From an optimization exercise on the open Yosys and OpenROAD flow, aimed at small area and a short achievable clock period; shortcuts taken in it are not production practice.
The RTL was checked by simulation tests, not by an equivalence proof against the original design.
Power and IR drop assume default switching activity.

the previous run:
==> flow/design.v (excerpt) <==
module pow_5_pipe
(
    input             clock,
    input      [17:0] n,
    output reg [17:0] n_pow_5
);
    reg [17:0] n_1;
    always @(posedge clock) n_1 <= n;
    wire [5:0] a_1 = n_1[5:0];
    wire [11:0] h_1 = n_1[17:6];
    wire [63:0] f_t_dec = 64'd1 << a_1;
    wire f_t_4 = |(f_t_dec & 64'h8282282882822828);
    wire f_t_5 = |(f_t_dec & 64'hc46eec466ec446ec);
    wire f_t_6 = |(f_t_dec & 64'h604ae2e04acae048);
    wire f_t_7 = |(f_t_dec & 64'h468aec2ae6a04688);
    wire f_t_8 = |(f_t_dec & 64'hce440a0864e40880);
    wire f_t_9 = |(f_t_dec & 64'h428ecaac0e42a640);
    wire f_t_10 = |(f_t_dec & 64'h3654f0901094de70);
    wire f_t_11 = |(f_t_dec & 64'h106e786ef40a3060);
    wire f_t_12 = |(f_t_dec & 64'h561646a0b8b4c840);
    wire f_t_13 = |(f_t_dec & 64'h9c3a7c9a28c26a00);
    wire f_t_14 = |(f_t_dec & 64'h8854120cec3c1a80);
    wire f_t_15 = |(f_t_dec & 64'h2988e390f95eb700);
    wire f_t_16 = |(f_t_dec & 64'hf7b0aa4e070ab400);
    wire f_t_17 = |(f_t_dec & 64'he5c2ef3058e09800);
    wire [63:0] a1_t_dec = 64'd1 << a_1;
    wire a1_t_4 = |(a1_t_dec & 64'h6c6c6c6c6c6c6c6c);
    wire a1_t_5 = |(a1_t_dec & 64'haa00aa00aa00aa0);
    wire a1_t_6 = |(a1_t_dec & 64'h466eecc4466eecc4);
    wire a1_t_7 = |(a1_t_dec & 64'h222a02228880a888);
    wire a1_t_8 = |(a1_t_dec & 64'h9ed21c589eda3c58);
    wire a1_t_9 = |(a1_t_dec & 64'haae4e60228664480);
    wire a1_t_10 = |(a1_t_dec & 64'h103c1e7cf672f8b0);
    wire a1_t_11 = |(a1_t_dec & 64'hea60e02a4ec2e8e0);
    wire [63:0] a2_t_dec = 64'd1 << a_1;
    wire a2_t_3 = |(a2_t_dec & 64'hee44ee44ee44ee44);
    wire a2_t_4 = |(a2_t_dec & 64'he04a4ae0e04a4ae0);
    wire [31:0] h2_t_dec = 32'd1 << h_1[4:0];
    wire h2_t_3 = |(h2_t_dec & 32'h28282828);
    wire h2_t_4 = |(h2_t_dec & 32'h1ab01ab0);
    reg [5:0] a_2;
    reg [11:0] h_2;
    reg f_2_4;
    reg f_2_5;
    reg f_2_6;
    reg f_2_7;
    reg f_2_8;
    reg f_2_9;
    reg f_2_10;
    reg f_2_11;
    reg f_2_12;
    reg f_2_13;
    reg f_2_14;
    reg f_2_15;
    reg f_2_16;
    reg f_2_17;
    reg a1_2_4;
    reg a1_2_5;
    reg a1_2_6;
    reg a1_2_7;
  ...
For scale: about 560 cells after synthesis, ~110 flip-flops.
clock: 6.4 ns
lec_check: 0
cap_margin: 20
core_margin: 2
core_utilization: 40
cts_buf_list: sky130_fd_sc_hd__clkbuf_4 sky130_fd_sc_hd__clkbuf_8
cts_cluster_diameter: 60
cts_cluster_size: 40
place_density: 0.75
setup_slack_margin: 4.3
slew_margin: 20
run.sh (not shown) runs the stock make flow with config.mk's settings and CLKGATE_MAP_FILE= SYNTH_SCRIPT=/design/flow/synth_recipe.tcl, a recipe that flattens the netlist after the stock synthesis.
diff inputs: the previous run => the current run
==> flow/config.mk <==
export PLATFORM = sky130hd
export DESIGN_NAME = pow_5_pipe
export DESIGN_NICKNAME = pow_5_pipe
export VERILOG_FILES = /design/flow/design.v
export SDC_FILE = /design/flow/constraint.sdc
export NUM_CORES = 4
export LEC_CHECK = 0
export CAP_MARGIN = 20
export CORE_MARGIN = 2
export CORE_UTILIZATION = 40
export CTS_BUF_LIST = sky130_fd_sc_hd__clkbuf_16
export SETUP_SLACK_MARGIN = 4.4
export SLEW_MARGIN = 20
[summary]
- Taking the previous run as the reference, in the current run power share of the clock group now sits higher, sum of met2 wire segment lengths after detailed routing now sits higher, via count now sits higher, final cell count now sits higher.
- Taking the previous run as the reference point, the proportion of cell area spent on the clock network of the current run rises by 1.5 points.
- Re wire length: the current run and the previous run aren't equal, and the higher value belongs to the current run.
- Looking at maximum frequency, the current run sits 0.44% above the previous run.
- Logic depth of the worst path, buffers included: the current run lower than the previous run
- Comparing utilization of the core after routing for the current run and the previous run, the smaller number came from the previous run.
- Growth of design area from synthesis to finish in the current run is 4.5 points above the previous run.

==> static timing again, ports no longer ideal <==
No port has a modelled driver above. Below, the same layouts with a new extraction and two added sets of constraints. Step 1 assumes that a clkbuf_16 drives the clock port and a buf_2 every other input. Step 2 also shifts input and output timing later by t, the mid clock arrival at the registers, as if the neighbouring blocks saw the same clock. Slacks: no drivers / after step 1 / after step 2; pairs: no drivers / after step 1.
| run | shift t [ns] | setup slack, ns | clock arrival spread, ns |
|---|---|---|---|
| the previous run | 0.410 | 4.176 / 4.176 / 4.176 | 0.016 / 0.016 |
| the current run | 0.395 | 4.186 / 4.186 / 4.186 | 0.010 / 0.010 |
After both steps setup and hold are still met in every run listed.
